From an optimization exercise on the open Yosys and OpenROAD flow, aimed at small area; shortcuts taken in it are not production practice. In this exercise RTL edits were held to simulation tests only and were not proved equivalent to the original. Power and IR drop assume default switching activity.

[run.sh]
#!/bin/bash
# synth_recipe.tcl (not shown) runs the flow's synth.tcl, then flattens the netlist and writes it again
# the make line also repeats each setting of config.mk as NAME=value (left out here)
make -C /OpenROAD-flow-scripts/flow DESIGN_CONFIG=/design/flow/config.mk WORK_HOME=/design/flow/orfs CLKGATE_MAP_FILE= SYNTH_SCRIPT=/design/flow/synth_recipe.tcl finish
[config.mk]
export PLATFORM = sky130hd
export DESIGN_NAME = Snake
export DESIGN_NICKNAME = Snake
export VERILOG_FILES = /design/flow/design.v
export SDC_FILE = /design/flow/constraint.sdc
export NUM_CORES = 4
export LEC_CHECK = 0
export CAP_MARGIN = 20
export CORE_MARGIN = 2
export CORE_UTILIZATION = 40
export SLEW_MARGIN = 20
[design.v]
module Snake (
  input wire clk,
  input reset, left, right, up, down,
  output h_sync, v_sync,
  output [3:0] red, green, blue
);
  function automatic [10:0] inc11(input [10:0] a);
    integer i; reg c;
    begin c = 1'b1; for (i = 0; i < 11; i = i + 1) begin inc11[i] = a[i] ^ c; c = c & a[i]; end end
  endfunction
  function automatic [10:0] add11(input [10:0] a, input [10:0] b);
    integer i; reg c;
    begin c = 1'b0; for (i = 0; i < 11; i = i + 1) begin add11[i] = a[i] ^ b[i] ^ c; c = (a[i] & b[i]) | (c & (a[i] ^ b[i])); end end
  endfunction
  function automatic [10:0] sub11(input [10:0] a, input [10:0] b);
    integer i; reg c;
    begin c = 1'b1; for (i = 0; i < 11; i = i + 1) begin sub11[i] = a[i] ^ ~b[i] ^ c; c = (a[i] & ~b[i]) | (c & (a[i] | ~b[i])); end end
  endfunction
  function automatic lt11(input [10:0] a, input [10:0] b);
    integer i; reg l;
    begin l = 1'b0; for (i = 0; i < 11; i = i + 1) l = (~a[i] & b[i]) | (~a[i] & l) | (b[i] & l); lt11 = l; end
  endfunction
  reg [1:0] ph;    
  reg       run;   
  always @(posedge clk) begin
    run <= ~reset;
    if (reset) ph <= 2'b00;
    else       ph <= {ph[0], ~ph[1]};
  end
  wire en = run & (ph == 2'b00);
  localparam [16:0] TERM = 17'h151ae;
  reg  [16:0] lf;
  wire upd = (lf == TERM);
  always @(posedge clk) begin
    if (reset | upd) lf <= {16'd0, ~reset};
    else             lf <= {lf[15:0], ~(lf[16] ^ lf[13])};
  end
  reg [9:0] cx, cy;
  wire cx_end = cx[9] & cx[8] & cx[5];             
  wire cy_end = cy[9] & cy[3] & cy[2] & cy[0];     
  always @(posedge clk) begin
    if (reset) begin
      cx <= 10'd0;
      cy <= 10'd0;
    end else if (en) begin
      if (cx_end) begin
        cx <= 10'd0;
        cy <= cy_end ? 10'd0 : inc11({1'b0, cy});
      end else
        cx <= inc11({1'b0, cx});
    end
  end
  wire cx0 = (cx == 10'd0);
  wire disp = ~cx0 & lt11({1'b0, cx}, 11'd641) & lt11({1'b0, cy}, 11'd480);
  wire hs_p = ~lt11({1'b0, cx}, 11'd657) & lt11({1'b0, cx}, 11'd753);
  wire vs_p = cx0 ? ((cy == 10'd491) | (cy == 10'd492)) : ((cy == 10'd490) | (cy == 10'd491));
  wire bx   = (~cx0 & lt11({1'b0, cx}, 11'd16)) | (~lt11({1'b0, cx}, 11'd631) & lt11({1'b0, cx}, 11'd642));
  wire by   = cx0 ? (((cy != 10'd0) & lt11({1'b0, cy}, 11'd16)) | (~lt11({1'b0, cy}, 11'd466) & lt11({1'b0, cy}, 11'd482)))
                  : (lt11({1'b0, cy}, 11'd15) | (~lt11({1'b0, cy}, 11'd465) & lt11({1'b0, cy}, 11'd481)));
  wire brd  = bx | by;
  assign h_sync = ~hs_p;
  assign v_sync = ~vs_p;
  reg [5:0] rc;    
  always @(posedge clk) begin
    if (reset)   rc <= 6'd63;
    else if (en) rc <= inc11({5'b0, rc});
  end
  reg [5:0] aidx;   
  reg       aset;   
  reg [8:0] tx, ty;
  always @(*) begin
    case (aidx[4:0])
      5'd0: tx = 9'd20;
      5'd1: tx = 9'd20;
      5'd2: tx = 9'd40;
      5'd3: tx = 9'd60;
      5'd4: tx = 9'd80;
      5'd5: tx = 9'd100;
      5'd6: tx = 9'd120;
      5'd7: tx = 9'd140;
      5'd8: tx = 9'd160;
      5'd9: tx = 9'd180;
      5'd10: tx = 9'd200;
      5'd11: tx = 9'd220;
      5'd12: tx = 9'd240;
      5'd13: tx = 9'd260;
      5'd14: tx = 9'd280;
      5'd15: tx = 9'd300;
      5'd16: tx = 9'd320;
      5'd17: tx = 9'd340;
      5'd18: tx = 9'd360;
      5'd19: tx = 9'd380;
      5'd20: tx = 9'd0;
      5'd21: tx = 9'd20;
      5'd22: tx = 9'd40;
      5'd23: tx = 9'd60;
      5'd24: tx = 9'd80;
      5'd25: tx = 9'd100;
      5'd26: tx = 9'd120;
      5'd27: tx = 9'd140;
      5'd28: tx = 9'd160;
      5'd29: tx = 9'd180;
      5'd30: tx = 9'd200;
      5'd31: tx = 9'd220;
      default: tx = 9'd0;
    endcase
    case (aidx)
      6'd0: ty = 9'd100;
      6'd1: ty = 9'd110;
      6'd2: ty = 9'd120;
      6'd3: ty = 9'd130;
      6'd4: ty = 9'd140;
      6'd5: ty = 9'd150;
      6'd6: ty = 9'd160;
      6'd7: ty = 9'd170;
      6'd8: ty = 9'd180;
      6'd9: ty = 9'd190;
      6'd10: ty = 9'd200;
      6'd11: ty = 9'd210;
      6'd12: ty = 9'd220;
      6'd13: ty = 9'd230;
      6'd14: ty = 9'd240;
      6'd15: ty = 9'd0;
      6'd16: ty = 9'd10;
      6'd17: ty = 9'd20;
      6'd18: ty = 9'd30;
      6'd19: ty = 9'd40;
      6'd20: ty = 9'd50;
      6'd21: ty = 9'd60;
      6'd22: ty = 9'd70;
      6'd23: ty = 9'd80;
      6'd24: ty = 9'd90;
      6'd25: ty = 9'd100;
      6'd26: ty = 9'd110;
      6'd27: ty = 9'd120;
      6'd28: ty = 9'd130;
      6'd29: ty = 9'd140;
      6'd30: ty = 9'd150;
      6'd31: ty = 9'd160;
      6'd32: ty = 9'd170;
      6'd33: ty = 9'd180;
      6'd34: ty = 9'd190;
      6'd35: ty = 9'd200;
      6'd36: ty = 9'd210;
      6'd37: ty = 9'd220;
      6'd38: ty = 9'd230;
      6'd39: ty = 9'd240;
      6'd40: ty = 9'd0;
      6'd41: ty = 9'd10;
      6'd42: ty = 9'd8;
      6'd43: ty = 9'd18;
      6'd44: ty = 9'd28;
      6'd45: ty = 9'd38;
      6'd46: ty = 9'd48;
      6'd47: ty = 9'd58;
      6'd48: ty = 9'd68;
      6'd49: ty = 9'd78;
      6'd50: ty = 9'd88;
      6'd51: ty = 9'd98;
      6'd52: ty = 9'd108;
      6'd53: ty = 9'd118;
      6'd54: ty = 9'd20;
      6'd55: ty = 9'd20;
      6'd56: ty = 9'd20;
      6'd57: ty = 9'd30;
      6'd58: ty = 9'd40;
      6'd59: ty = 9'd50;
      6'd60: ty = 9'd60;
      6'd61: ty = 9'd70;
      6'd62: ty = 9'd80;
      6'd63: ty = 9'd90;
      default: ty = 9'd0;
    endcase
  end
  wire [8:0] ax = aset ? tx : 9'd350;
  wire [8:0] ay = aset ? ty : 9'd300;
  reg       mv;      
  reg [1:0] mdir;    
  always @(posedge clk) begin
    if (reset) mv <= 1'b0;
    else if (left | right | up | down) mv <= 1'b1;
    if (left)       mdir <= 2'd0;
    else if (right) mdir <= 2'd1;
    else if (up)    mdir <= 2'd2;
    else if (down)  mdir <= 2'd3;
  end
  reg [9:0] s1x, s10x;
  reg [8:0] s1y, s10y;
  reg [1:0] hd0, hd1, hd2, hd3, hd4, hd5, hd6, hd7, hd8, hd9;
  reg [3:0] cnt;
  wire lv = (cnt != 4'd0);
  wire ov = (cnt == 4'd10);
  wire [9:0] dx_l = (lv & ~hd0[1]) ? (hd0[0] ? 10'd5 : -10'd5) : 10'd0;
  wire [8:0] dy_l = (lv &  hd0[1]) ? (hd0[0] ? 9'd5  : -9'd5)  : 9'd0;
  wire [9:0] dx_o = (ov & ~hd9[1]) ? (hd9[0] ? 10'd5 : -10'd5) : 10'd0;
  wire [8:0] dy_o = (ov &  hd9[1]) ? (hd9[0] ? 9'd5  : -9'd5)  : 9'd0;
  wire [10:0] s0xw = add11({1'b0, s1x}, {1'b0, dx_l});
  wire [10:0] s0yw = add11({2'b0, s1y}, {2'b0, dy_l});
  wire [10:0] s10xn = add11({1'b0, s10x}, {1'b0, dx_o});
  wire [10:0] s10yn = add11({2'b0, s10y}, {2'b0, dy_o});
  wire [9:0] s0x = s0xw[9:0];
  wire [8:0] s0y = s0yw[8:0];
  always @(posedge clk) begin
    if (reset) begin
      s1x <= 10'd320; s1y <= 9'd240;
      s10x <= 10'd320; s10y <= 9'd240;
      cnt <= 4'd0;
    end else if (upd) begin
      s1x <= s0x; s1y <= s0y;
      s10x <= s10xn[9:0]; s10y <= s10yn[8:0];
      if (mv & ~ov) cnt <= inc11({7'b0, cnt});
    end
  end
  always @(posedge clk) begin
    if (upd) begin
      hd9 <= hd8; hd8 <= hd7; hd7 <= hd6; hd6 <= hd5; hd5 <= hd4;
      hd4 <= hd3; hd3 <= hd2; hd2 <= hd1; hd1 <= hd0; hd0 <= mdir;
    end
  end
  reg pa, apl, snk, hd, go, R, G, B;
  function automatic in19(input [10:0] d);
    in19 = (d[10:4] == 7'd0) & (d[3:0] != 4'd0) & ~(d[3] & (d[2] | d[1]));
  endfunction
  wire [10:0] cxm = add11({1'b0, cx}, 11'd2038);
  wire [10:0] cym = add11({1'b0, cy}, 11'd2038);
  wire cxl = lt11({1'b0, cx}, 11'd10);
  wire cyl = lt11({1'b0, cy}, 11'd10);
  wire in_apple = in19(sub11({1'b0, cx}, {2'b0, ax})) & in19(sub11({1'b0, cy}, {2'b0, ay}));
  wire in_body  = lt11({1'b0, s1x}, {1'b0, cx}) & (cxl | lt11({1'b0, cxm[9:0]}, {1'b0, s10x})) &
                  lt11({2'b0, s1y}, {1'b0, cy}) & (cyl | lt11({1'b0, cym[9:0]}, {2'b0, s10y}));
  wire in_head  = in19(sub11({1'b0, cx}, {1'b0, s0x})) & in19(sub11({1'b0, cy}, {2'b0, s0y}));
  always @(posedge clk) begin
    if (reset) begin
      pa <= 1'b0; apl <= 1'b0; snk <= 1'b0; hd <= 1'b0; go <= 1'b1;
      R <= 1'b0; G <= 1'b0; B <= 1'b0;
      aset <= 1'b0;
    end else if (en) begin
      pa  <= in_apple;
      apl <= pa;
      snk <= in_body;
      hd  <= in_head;
      go  <= brd & (snk | hd);
      R   <= disp & apl & ~go;
      G   <= disp & snk & ~go;
      B   <= disp & (brd | hd | go);
      if (apl & hd) aset <= 1'b1;
    end
  end
  always @(posedge clk)
    if (en & apl & hd) aidx <= rc;
  assign red   = {4{R}};
  assign green = {4{G}};
  assign blue  = {4{B}};
endmodule
[constraint.sdc]
create_clock -name core_clock -period 10.0 [get_ports {clk}]
set_input_delay 2.0000 -clock core_clock [delete_from_list [all_inputs] [get_ports {clk}]]
set_output_delay 2.0000 -clock core_clock [all_outputs]
set_load 0.01 [all_outputs]
==> run summary <==
logic make-up (layout without fill, tap and decap cells):
logic type / count (synthesis) / count (layout) / share of synthesized area
simple gates: 329 / 329 / 0.1795
compound gates: 218 / 218 / 0.1594
buf+inv: 154 / 156 / 0.07241
flops: 140 / 140 / 0.3370
fa+ha+maj: 128 / 128 / 0.2255
xor+xnor: 16 / 16 / 0.01542
mux: 9 / 9 / 0.01074
metal layers:
metal,track usage,vias up,share of wire
met5,0,-,0
met1,0.2756,3350,0.50
li1,-,3429,-
met4,0.04541,0,0.0075
met3,0.03334,12,0.046
met2,0.2929,185,0.44
layout by cell type (no fill, tap or decap), types with 5 or more instances in the layout:
cell type          n
clkdlybuf4s50_1   18
dfxtp_1          114
ha_1              63
xor2_1             5
inv_1             97
mux2i_1            5
or3_1              8
and2_1             8
clkbuf_16         18
nor2b_1           11
a31oi_1            7
and3_1            17
fa_1              61
o211ai_1          15
xnor2_1           11
a22oi_1            6
nand4_1            7
inv_6              5
a2111oi_0          5
nor3_1            22
nor2_1            69
nor3b_1            8
nand2b_1          13
buf_4              6
nand3_1           26
nand2_1          115
a21oi_1           70
o22ai_1           16
a211oi_1          20
o31ai_1            5
edfxtp_1          26
o21ai_0           31
state kept, by name, indices dropped and copies added (netlist names), 6 cells and up:
signal / count
rc: 6
tx: 7
s10y: 9
s1x: 10
s1y: 9
aidx: 6
cy: 10
lf: 17
cx: 10
s10x: 10
ty: 7
worst min-delay path by stage:
stage,endpoint
floorplan,hd2[0]
global placement,hd5[0]
detailed placement,hd6[1]
CTS,hd6[1]
global route,hd9[0]
finish,hd6[1]
cell usage after synthesis (all sizes together), types with 17 or more instances:
| library cell | number |
|---|---|
| a211oi | 21 |
| nor2 | 69 |
| clkbuf | 30 |
| o21ai | 38 |
| ha | 63 |
| nand2 | 115 |
| fa | 61 |
| and3 | 17 |
| nand3 | 27 |
| edfxtp | 26 |
| nor3 | 25 |
| buf | 25 |
| inv | 98 |
| dfxtp | 114 |
| a21oi | 71 |
through the flow:
stage / instance area (sq um) / utilization / hold slack (ns) / setup slack [ns]
2_1_floorplan: 9089 / - / 0.4003 / 4.102
6_report: 9990 / 0.4439 / 0.4161 / 3.538
3_5_place_dp: 9395 / 0.4175 / 0.4045 / 3.554
4_1_cts: 9990 / 0.4439 / 0.4177 / 3.492
3_3_place_gp: 9395 / 0.4175 / 0.4031 / 3.630
5_1_grt: 9990 / 0.4439 / 0.4286 / 3.201
power breakdown:
| part | total, mW | internal [mW] | switching, mW |
|---|---|---|---|
| logic | 0.0423 | 0.0152 | 0.0271 |
| registers | 0.589 | 0.578 | 0.0107 |
| clock network | 0.645 | 0.371 | 0.274 |
area by class of cell:
cell class | count | area share
tap | 285 | 0.03570
clock buffer | 20 | 0.04684
timing repair buffer | 25 | 0.02305
multi-input combinational | 700 | 0.5380
clock inverter | 12 | 0.01265
sequential | 140 | 0.3066
inverter | 99 | 0.03720
==> flow_summary.json <==
{
  "vias_per_cell": 5.446,
  "avgRoutedWirePerCell_microns": 16.78,
  "arrival_ns": 6.81,
  "fill_cells": 2146,
  "irDropWorstVdd_uv": 85.22,
  "die_area_sq_mm": 0.02394,
  "final_cells": 1281,
  "synth.distinct_cells": 81,
  "crit_path_max_incr_delay_ns": 0.54,
  "drt_iter0_drc": 606,
  "fin_nets": 1113,
  "avgSynthCellArea_sq_um": 9.144,
  "synth_top_area_frac": 0.2511,
  "area_growth_pct": 9.912,
  "clk_latency_ns": 0.43,
  "worstHoldPathCells": 0,
  "r2r-end": "hd",
  "synth_area_leader_cell": "dfxtp_1",
  "die_h_microns": 154.7,
  "critPathMaxFanout": 6,
  "drc": 0,
  "place_congestion": 0.8604,
  "n_antenna_cell": 0,
  "cpMostUsedCell": "fa_1",
  "vias": 6976,
  "crit_cells": 23,
  "min_period_ns": 6.462,
  "core_sq_mm": 0.02250,
  "first_global_vias": 6873,
  "drive_above_1_share": 0.05924,
  "crit_end": "hd",
  "clk_pin_slew_ns": 0.07,
  "ant_nets": 0,
  "grt_pass1_wl_microns": 35710,
  "rsz0062_at_grt": "no",
  "rr_worst_depth": 23,
  "h-tree-depth": 4,
  "critical_path.cell_chain": "inv_1, ha_1, nor3b_1, nor3_1, inv_1, fa_1, fa_1, inv_1, fa_1, inv_1, fa_1, fa_1, fa_1, fa_1, fa_1, fa_1, inv_1, fa_1, nor4_1, nand4b_1, a2111oi_0, nand3_1, a21oi_1",
  "synth_edf_count": 26,
  "numPortBuffers": 19,
  "first_pass_iters": 5,
  "rrSetupSlack_ns": 3.54,
  "hold_viol": 0,
  "leakage_nw": 3.993,
  "fin_setup_tns_ns": 0,
  "slew_viol_final": 0,
  "yosysSeqAreaShare": 0.3370,
  "holdBufCountCts": 0,
  "end_kind": "register",
  "overflow": 0,
  "synth_cells": 994,
  "grt_max_degree": 50,
  "antenna_found_initial": 0,
  "synth-seq-cells": 140,
  "p_per_area_mw_per_mm2": 127.8,
  "min_path_type": "register to register",
  "slowest_stage": "fa_1",
  "placed_cells": 1249,
  "cp-start-kind": "register",
  "boundaryPins": 20,
  "fin_skew_ns": 0.01664,
  "reg2reg_from": "cnt[0]",
  "async_reset_ff_frac": 0,
  "crit_buf_inv": 5,
  "multi_input_area_sq_mm": 0.005374,
  "setup_viol": 0,
  "rows": 55,
  "power_mw": 1.277,
  "post_cts_buffers": 0,
  "outcome": "no timing/DRC/antenna violations",
  "critPathLaunch": "cnt[0]",
  "maxCapViolCount": 0,
  "clockRootBuffer": "clkbuf_16",
  "crit_family": "adder cells",
  "cts-buffers-inserted": 17,
  "syn_area_sq_mm": 0.009089,
  "synth.area.top_cells": "dfxtp_1 25%, fa_1 13%, ha_1 8.7%",
  "cts_resized": 0,
  "maxSlewHeadroom": 0.4317,
  "start_util": 0.4039,
  "ys.flop_type": "dfxtp_1",
  "ff_latch_area_sq_mm": 0.003063,
  "critPathKind": "register to register",
  "totalWireLength_microns": 21500,
  "synth_warnings": 1,
  "track_usage": 0.1892,
  "clock-sinks": 140,
  "period_share": 0.6462,
  "hp-start": "hd5[1]",
  "tritoncts": "built",
  "clock_path_buffers": 2,
  "hpwl_microns": 15280,
  "syn-num-nets": 1124,
  "worstPathRequired_ns": 10.35,
  "die_width_microns": 154.7,
  "fmax_ghz": 0.1547,
  "tightest_slew_ns": 0.8467
}

-- static timing again, ports no longer ideal --
In the flow no input, the clock included, has a driving cell. The finished layout below was timed again as built, in two steps. Step 1 assumes that a clkbuf_16 drives the clock port and a buf_2 every other input. Step 2 moves the port delays by t, midway between the first and last clock arrival at a register: inputs arrive t later, outputs are due t later. That takes back most of the time a late clock gives input paths. a / b / c = no drivers / after step 1 / after step 2; a / b = the first two.
t (ns): 0.475
setup WS [ns]: 3.538 / 3.538 / 3.538
hold slack, ns: 0.416 / 0.416 / 0.416
worst register clock-pin slew, ns: 0.07 / 0.07
worst slew at a driven data input, ns: 0.03
After both steps this run still meets setup and hold. The setup slack of this run moves by 0.000 ns with the drivers and by 0.000 ns with both steps.
